What follows belongs to an exercise in optimizing a design on an open flow for small area and a short achievable clock period; a production flow would make more cautious choices. Only simulation tests tie the RTL to the original design; equivalence was not proved.

==> inputs of job 7155 <==
## mult_top
module mult_top(
    input clk,
    input  [15:0] x,
    input  [15:0] y,
    output [31:0] p_out
    );
    wire [1:0] gx, gy;
    wire [10:1] wx, wy;
    wire xz, yz;
    reg  [1:0] gx1, gy1;
    reg  [10:1] wx1, wy1;
    reg  sgn1, nz1;
    ALM10_SOA_win ux(.x(x), .g(gx), .w(wx), .xz(xz));
    ALM10_SOA_win uy(.x(y), .g(gy), .w(wy), .xz(yz));
    wire [7:0] h;
    wire [11:0] g;
    wire sn;
    reg  [7:0] h2;
    reg  [11:0] g2;
    reg  sn2;
    ALM10_SOA_mid um(.gx(gx1), .wx(wx1), .gy(gy1), .wy(wy1), .sgn(sgn1), .nz(nz1),
                     .h(h), .g(g), .sn(sn));
    always @(posedge clk) begin
        gx1 <= gx;  wx1 <= wx;  gy1 <= gy;  wy1 <= wy;
        sgn1 <= x[15] ^ y[15];  nz1 <= ~(xz | yz);
        h2 <= h;    g2 <= g;    sn2 <= sn;
    end
    ALM10_SOA_out uo(.h(h2), .g(g2), .sn(sn2), .p(p_out));
endmodule
==> module ALM10_SOA_out, before the edit <==
module ALM10_SOA_out(
    input  [7:0]  h,
    input  [11:0] g,
    input         sn,
    output [31:0] p
    );
    wire [11:0] hh = {4'b0, h};
    wire g00 = g[0], g10 = g[1], g20 = g[2], g30 = g[3];
    wire g01 = g[4], g11 = g[5], g21 = g[6], g31 = g[7];
    wire g32 = g[8], g14 = g[9], g24 = g[10], g34 = g[11];
    genvar q;
    generate for (q = 0; q < 8; q = q + 1) begin : ob
        assign p[4*q]   = ((hh[q] & g00) | (hh[q+1] & g01) | hh[q+2] | hh[q+3]) ^ sn;
        assign p[4*q+1] = ((hh[q] & g10) | (hh[q+1] & g11) | hh[q+2] | hh[q+3] | (hh[q+4] & g14)) ^ sn;
        assign p[4*q+2] = ((hh[q] & g20) | (hh[q+1] & g21) | hh[q+2] | hh[q+3] | (hh[q+4] & g24)) ^ sn;
        assign p[4*q+3] = ((hh[q] & g30) | (hh[q+1] & g31) | (hh[q+2] & g32) | hh[q+3] | (hh[q+4] & g34)) ^ sn;
    end endgenerate
endmodule
Settings: LEC_CHECK=0, CAP_MARGIN=20, CORE_MARGIN=2, CORE_UTILIZATION=60, SETUP_SLACK_MARGIN=4.0, SLEW_MARGIN=20, SYNTH_HIERARCHICAL=1; clock period 7.0 ns.
standard.sh (not shown) runs the stock make flow with config.mk's settings and CLKGATE_MAP_FILE= SYNTH_SCRIPT=/design/flow/synth_recipe.tcl, a recipe that flattens the netlist after the stock synthesis.
==> flow/flow/run.sh <==
#!/bin/bash
# The standard layout, with plain buffers (not delay cells) on the ports.
set -euo pipefail
bash standard.sh BUFFER_PORTS_ARGS="-buffer_cell sky130_fd_sc_hd__buf_2" finish > flow_make.log 2>&1
==> job 427 (differences from job 7155) <==
--- a/flow/design.v
+++ b/flow/design.v
@@ -274,18 +274,23 @@
     wire [11:0] hh = {4'b0, h};
     wire g00 = g[0], g10 = g[1], g20 = g[2], g30 = g[3];
     wire g01 = g[4], g11 = g[5], g21 = g[6], g31 = g[7];
     wire g32 = g[8], g14 = g[9], g24 = g[10], g34 = g[11];
     genvar q;
     generate for (q = 0; q < 8; q = q + 1) begin : ob
         assign p[4*q]   = ((hh[q] & g00) | (hh[q+1] & g01) | hh[q+2] | hh[q+3]) ^ sn;
         assign p[4*q+1] = ((hh[q] & g10) | (hh[q+1] & g11) | hh[q+2] | hh[q+3] | (hh[q+4] & g14)) ^ sn;
-        assign p[4*q+2] = ((hh[q] & g20) | (hh[q+1] & g21) | hh[q+2] | hh[q+3] | (hh[q+4] & g24)) ^ sn;
-        assign p[4*q+3] = ((hh[q] & g30) | (hh[q+1] & g31) | (hh[q+2] & g32) | hh[q+3] | (hh[q+4] & g34)) ^ sn;
+        if (q < 7) begin : lo
+            assign p[4*q+2] = ((hh[q] & g20) | (hh[q+1] & g21) | hh[q+2] | hh[q+3] | (hh[q+4] & g24)) ^ sn;
+            assign p[4*q+3] = ((hh[q] & g30) | (hh[q+1] & g31) | (hh[q+2] & g32) | hh[q+3] | (hh[q+4] & g34)) ^ sn;
+        end else begin : hi
+            assign p[30] = sn;
+            assign p[31] = sn;
+        end
     end endgenerate
 endmodule
 module ALM10_SOA_mid(
     input  [1:0]  gx,
     input  [10:1] wx,
     input  [1:0]  gy,
     input  [10:1] wy,
     input         sgn,
==> flow/flow/run.sh (replaced) <==
#!/bin/bash
# The standard layout, with plain buffers (not delay cells) on the ports.
set -euo pipefail
bash standard.sh BUFFER_PORTS_ARGS="-buffer_cell sky130_fd_sc_hd__buf_1" CTS_ARGS="-sink_clustering_enable -repair_clock_nets -dont_use_dummy_load" finish > flow_make.log 2>&1
==> flow/config.mk (replaced) <==
export PLATFORM = sky130hd
export DESIGN_NAME = mult_top
export DESIGN_NICKNAME = mult_top
export VERILOG_FILES = /design/flow/design.v
export SDC_FILE = /design/flow/constraint.sdc
export NUM_CORES = 4
export LEC_CHECK = 0
export CAP_MARGIN = 20
export CORE_MARGIN = 2
export CORE_UTILIZATION = 40
export SETUP_SLACK_MARGIN = 4.0
export SLEW_MARGIN = 20
export SYNTH_HIERARCHICAL = 1
==> job 7690 (differences from job 7155) <==
==> flow/design.v (replaced) <==
`timescale 1ns / 1ps
module c_xor2 (input a, input b, output y); assign y = a ^ b; endmodule
module c_nor2 (input a, input b, output y); assign y = ~(a | b); endmodule
module c_nand2 (input a, input b, output y); assign y = ~(a & b); endmodule
module c_nor3 (input a, input b, input c, output y); assign y = ~(a | b | c); endmodule
module c_mux4 (input a0, input a1, input a2, input a3, input s0, input s1, output y);
    assign y = s1 ? (s0 ? a3 : a2) : (s0 ? a1 : a0);
endmodule
module c_ao4 (input a0, input a1, input a2, input a3,
              input s0, input s1, input s2, input s3, output y);
    assign y = (a0 & s0) | (a1 & s1) | (a2 & s2) | (a3 & s3);
endmodule
module c_ao3 (input a0, input a1, input a2, input s0, input s1, input s2, output y);
    assign y = (a0 & s0) | (a1 & s1) | (a2 & s2);
endmodule
module c_ao2 (input a0, input a1, input s0, input s1, output y);
    assign y = (a0 & s0) | (a1 & s1);
endmodule
module ALM10_SOA_grp(input n3, input n2, input n1,
                     output s3, output s2, output s1, output s0, output [1:0] g);
    assign s3 = n3;
    assign s2 = ~n3 & n2;
    assign s1 = ~n3 & ~n2 & n1;
    assign s0 = ~n3 & ~n2 & ~n1;
    assign g[1] = n3 | n2;
    assign g[0] = n3 | (~n2 & n1);
endmodule
module ALM10_SOA_win(
    input  [15:0] x,
    output [1:0]  g,
    output [10:1] w,
    output        xz
    );
    wire sg = x[15];
    wire [14:0] a;
    genvar i;
    generate for (i = 0; i < 15; i = i + 1) begin : abs
        c_xor2 u(.a(x[i]), .b(sg), .y(a[i]));
    end endgenerate
    wire n3, n2, n1, z0;
    wire [5:0] o;
    c_nor2 uo0(.a(a[11]), .b(a[10]), .y(o[0]));
    c_nor2 uo1(.a(a[9]),  .b(a[8]),  .y(o[1]));
    c_nor2 uo2(.a(a[7]),  .b(a[6]),  .y(o[2]));
    c_nor2 uo3(.a(a[5]),  .b(a[4]),  .y(o[3]));
    c_nor2 uo4(.a(a[13]), .b(a[12]), .y(o[4]));
    c_nor2 uo5(.a(a[3]),  .b(a[2]),  .y(o[5]));
    c_nand2 un2(.a(o[0]), .b(o[1]), .y(n2));
    c_nand2 un1(.a(o[2]), .b(o[3]), .y(n1));
    wire a14n;
    c_nor2 un3a(.a(a[14]), .b(a[14]), .y(a14n));
    c_nand2 un3(.a(o[4]), .b(a14n), .y(n3));
    c_nor3 uz0(.a(a[1]), .b(a[0]), .c(~o[5]), .y(z0));
    wire s3, s2, s1, s0;
    ALM10_SOA_grp ug(.n3(n3), .n2(n2), .n1(n1), .s3(s3), .s2(s2), .s1(s1), .s0(s0), .g(g));
    assign xz = ~sg & s0 & z0;
    c_ao3 uw10(.a0(a[11]), .a1(a[7]), .a2(a[3]), .s0(s2), .s1(s1), .s2(s0), .y(w[10]));
    c_ao4 uw9 (.a0(a[14]), .a1(a[10]), .a2(a[6]), .a3(a[2]), .s0(s3), .s1(s2), .s2(s1), .s3(s0), .y(w[9]));
    c_ao4 uw8 (.a0(a[13]), .a1(a[9]),  .a2(a[5]), .a3(a[1]), .s0(s3), .s1(s2), .s2(s1), .s3(s0), .y(w[8]));
    c_ao4 uw7 (.a0(a[12]), .a1(a[8]),  .a2(a[4]), .a3(a[0]), .s0(s3), .s1(s2), .s2(s1), .s3(s0), .y(w[7]));
    c_ao3 uw6 (.a0(a[11]), .a1(a[7]), .a2(a[3]), .s0(s3), .s1(s2), .s2(s1), .y(w[6]));
    c_ao3 uw5 (.a0(a[10]), .a1(a[6]), .a2(a[2]), .s0(s3), .s1(s2), .s2(s1), .y(w[5]));
    c_ao3 uw4 (.a0(a[9]),  .a1(a[5]), .a2(a[1]), .s0(s3), .s1(s2), .s2(s1), .y(w[4]));
    c_ao3 uw3 (.a0(a[8]),  .a1(a[4]), .a2(a[0]), .s0(s3), .s1(s2), .s2(s1), .y(w[3]));
    c_ao2 uw2 (.a0(a[7]), .a1(a[3]), .s0(s3), .s1(s2), .y(w[2]));
    c_ao2 uw1 (.a0(a[6]), .a1(a[2]), .s0(s3), .s1(s2), .y(w[1]));
endmodule
module ALM10_SOA_norm(
    input  [1:0]  g,
    input  [10:1] w,
    output [3:0]  k,
    output [5:0]  f
    );
    wire [1:0] p;
    assign p[1] = w[10] | w[9];
    assign p[0] = w[10] | (~w[9] & w[8]);
    assign k = {g, p};
    genvar i;
    generate for (i = 0; i < 6; i = i + 1) begin : fr
        c_mux4 u(.a0(w[1+i]), .a1(w[2+i]), .a2(w[3+i]), .a3(w[4+i]), .s0(p[0]), .s1(p[1]), .y(f[i]));
    end endgenerate
endmodule
module ALM10_SOA_add(
    input  [8:0] lx,
    input  [8:0] ly,
    input        c,
    output [9:0] s
    );
    assign s = lx + ly + c;
endmodule
module ALM10_SOA_dec8(input [2:0] a, input en, output [7:0] h);
    assign h = en ? (8'b1 << a) : 8'b0;
endmodule
module ALM10_SOA_fine(
    input [1:0] b,
    input [4:0] t,
    output g00, g10, g20, g30,
    output g01, g11, g21, g31,
    output g32, g14, g24, g34
    );
    assign g00 = b == 2'd0 ? 1'b1 : b == 2'd1 ? t[4] : b == 2'd2 ? t[3] : t[2];
    assign g10 = b == 2'd0 ? 1'b0 : b == 2'd1 ? 1'b1 : b == 2'd2 ? t[4] : t[3];
    assign g20 = b == 2'd3 ? t[4] : (b == 2'd2);
    assign g30 = b == 2'd3;
    assign g01 = b == 2'd0 ? t[1] : b == 2'd1 ? t[0] : 1'b1;
    assign g11 = b == 2'd0 ? t[2] : b == 2'd1 ? t[1] : b == 2'd2 ? t[0] : 1'b1;
    assign g21 = b == 2'd0 ? t[3] : b == 2'd1 ? t[2] : b == 2'd2 ? t[1] : t[0];
    assign g31 = b == 2'd0 ? t[4] : b == 2'd1 ? t[3] : b == 2'd2 ? t[2] : t[1];
    assign g32 = b == 2'd0 ? t[0] : 1'b1;
    assign g14 = b == 2'd0;
    assign g24 = ~b[1];
    assign g34 = ~(b[1] & b[0]);
endmodule
module ALM10_SOA_expand(
    input  [9:0]  s,
    input         sgn,
    input         nz,
    output [7:0]  h,
    output [11:0] g,
    output        sn
    );
    ALM10_SOA_dec8 ud(.a(s[9:7]), .en(nz), .h(h));
    ALM10_SOA_fine uf(.b(s[6:5]), .t(s[4:0]),
        .g00(g[0]), .g10(g[1]), .g20(g[2]), .g30(g[3]),
        .g01(g[4]), .g11(g[5]), .g21(g[6]), .g31(g[7]),
        .g32(g[8]), .g14(g[9]), .g24(g[10]), .g34(g[11]));
    assign sn = sgn & nz;
endmodule
module ALM10_SOA_out(
    input  [7:0]  h,
    input  [11:0] g,
    input         sn,
    output [31:0] p
    );
    wire [11:0] hh = {4'b0, h};
    wire g00 = g[0], g10 = g[1], g20 = g[2], g30 = g[3];
    wire g01 = g[4], g11 = g[5], g21 = g[6], g31 = g[7];
    wire g32 = g[8], g14 = g[9], g24 = g[10], g34 = g[11];
    genvar q;
    generate for (q = 0; q < 8; q = q + 1) begin : ob
        assign p[4*q]   = ((hh[q] & g00) | (hh[q+1] & g01) | hh[q+2] | hh[q+3]) ^ sn;
        assign p[4*q+1] = ((hh[q] & g10) | (hh[q+1] & g11) | hh[q+2] | hh[q+3] | (hh[q+4] & g14)) ^ sn;
        assign p[4*q+2] = ((hh[q] & g20) | (hh[q+1] & g21) | hh[q+2] | hh[q+3] | (hh[q+4] & g24)) ^ sn;
        assign p[4*q+3] = ((hh[q] & g30) | (hh[q+1] & g31) | (hh[q+2] & g32) | hh[q+3] | (hh[q+4] & g34)) ^ sn;
    end endgenerate
endmodule
module ALM10_SOA_mid(
    input  [1:0]  gx,
    input  [10:1] wx,
    input  [1:0]  gy,
    input  [10:1] wy,
    input         sgn,
    input         nz,
    output [7:0]  h,
    output [11:0] g,
    output        sn
    );
    wire [3:0] kx, ky;
    wire [5:0] fx, fy;
    ALM10_SOA_norm nx(.g(gx), .w(wx), .k(kx), .f(fx));
    ALM10_SOA_norm ny(.g(gy), .w(wy), .k(ky), .f(fy));
    wire [9:0] s;
    ALM10_SOA_add ad(.lx({kx, fx[5:1]}), .ly({ky, fy[5:1]}), .c(fx[0] & fy[0]), .s(s));
    ALM10_SOA_expand ex(.s(s), .sgn(sgn), .nz(nz), .h(h), .g(g), .sn(sn));
endmodule
module ALM10_SOA(
    input [15:0] x,
    input [15:0] y,
    output [31:0] p
    );
    wire [1:0] gx, gy;
    wire [10:1] wx, wy;
    wire xz, yz;
    ALM10_SOA_win ux(.x(x), .g(gx), .w(wx), .xz(xz));
    ALM10_SOA_win uy(.x(y), .g(gy), .w(wy), .xz(yz));
    wire [7:0] h;
    wire [11:0] g;
    wire sn;
    ALM10_SOA_mid um(.gx(gx), .wx(wx), .gy(gy), .wy(wy), .sgn(x[15] ^ y[15]), .nz(~(xz | yz)),
                     .h(h), .g(g), .sn(sn));
    ALM10_SOA_out uo(.h(h), .g(g), .sn(sn), .p(p));
endmodule
`timescale 1ns / 10ps
module mult_top(
    input clk,
    input  [15:0] x,
    input  [15:0] y,
    output [31:0] p_out
    );
    wire [1:0] gx, gy;
    wire [10:1] wx, wy;
    wire xz, yz;
    reg  [1:0] gx1, gy1;
    reg  [10:1] wx1, wy1;
    reg  sgn1, nz1;
    ALM10_SOA_win ux(.x(x), .g(gx), .w(wx), .xz(xz));
    ALM10_SOA_win uy(.x(y), .g(gy), .w(wy), .xz(yz));
    wire [7:0] h;
    wire [11:0] g;
    wire sn;
    reg  [7:0] h2;
    reg  [11:0] g2;
    reg  sn2;
    ALM10_SOA_mid um(.gx(gx1), .wx(wx1), .gy(gy1), .wy(wy1), .sgn(sgn1), .nz(nz1),
                     .h(h), .g(g), .sn(sn));
    always @(posedge clk) begin
        gx1 <= gx;  wx1 <= wx;  gy1 <= gy;  wy1 <= wy;
        sgn1 <= x[15] ^ y[15];  nz1 <= ~(xz | yz);
        h2 <= h;    g2 <= g;    sn2 <= sn;
    end
    ALM10_SOA_out uo(.h(h2), .g(g2), .sn(sn2), .p(p_out));
endmodule
==> flow/run.sh (new file) <==
#!/bin/bash
# synth_recipe.tcl (not shown) runs the flow's synth.tcl, then flattens the netlist and writes it again
# the make line also repeats each setting of config.mk as NAME=value (left out here)
make -C /OpenROAD-flow-scripts/flow DESIGN_CONFIG=/design/flow/config.mk WORK_HOME=/design/flow/orfs CLKGATE_MAP_FILE= SYNTH_SCRIPT=/design/flow/synth_recipe.tcl finish
==> flow/config.mk (replaced) <==
export PLATFORM = sky130hd
export DESIGN_NAME = mult_top
export DESIGN_NICKNAME = mult_top
export VERILOG_FILES = /design/flow/design.v
export SDC_FILE = /design/flow/constraint.sdc
export NUM_CORES = 4
export LEC_CHECK = 0
export CAP_MARGIN = 20
export CORE_MARGIN = 2
export CORE_UTILIZATION = 40
export SETUP_SLACK_MARGIN = 3.0
export SLEW_MARGIN = 20
export SYNTH_HIERARCHICAL = 1
removed: flow/flow/run.sh
removed: flow/standard.sh
==> impl_metrics.yaml <==
place:
  dp_cells: 535
  post_dp_cell_area_mm2: 0.00413
layout:
  layout_commonest_cell: "clkdlybuf4s50_1"
status:
  status: "no timing/DRC/antenna violations"
detailed_routing:
  drt_pass1_iterations: 6
global_route:
  grt_pass1_wl_um: 12600
The numbers above come from job 7690.

==> impl_metrics.yaml <==
sta:
  setup_viol: 0
status:
  status: "no timing/DRC/antenna violations"
detailed_routing:
  drt_pass1_iterations: 10
global_route:
  grt_pass1_wl_um: 11900
place:
  dp_cells: 522
The numbers above come from job 7155.

==> impl_metrics.yaml <==
place:
  dp_cells: 550
  post_dp_cell_area_mm2: 0.00365
detailed_routing:
  drt_pass1_iterations: 7
global_route:
  grt_pass1_wl_um: 11800
layout:
  layout_commonest_cell: "xor2_1"
status:
  status: "no timing/DRC/antenna violations"
The numbers above come from job 427.

[port drivers added, routing unchanged]
In the flow no input, the clock included, has a driving cell. The finished layouts below were timed again as built, in two steps.
Step 1, drivers: a clkbuf_16 drives clk and a buf_2 each remaining input, both assumed.
Step 2 moves the port delays by t, midway between the first and last clock arrival at a register: inputs arrive t later, outputs are due t later. That takes back most of the time a late clock gives input paths.
Three values: ideal ports, drivers, drivers and shift; two values: the first two.
run	t (ns)	setup WS [ns]	worst setup path at the end	slew at the worst register clock pin (ns)	pins driven straight from the clock port
job 7155	0.324	4.051 / 4.021 / 3.836	input to register	0.09 / 0.09	1
job 427	0.312	4.071 / 4.043 / 3.836	input to register	0.08 / 0.08	1
job 7690	0.321	3.376 / 3.385 / 3.064	input to register	0.08 / 0.08	1
After both steps every run listed still meets setup and hold. The setup slack of job 7690, which loses most, moves by +0.009 ns with the drivers and by -0.312 ns with both steps.
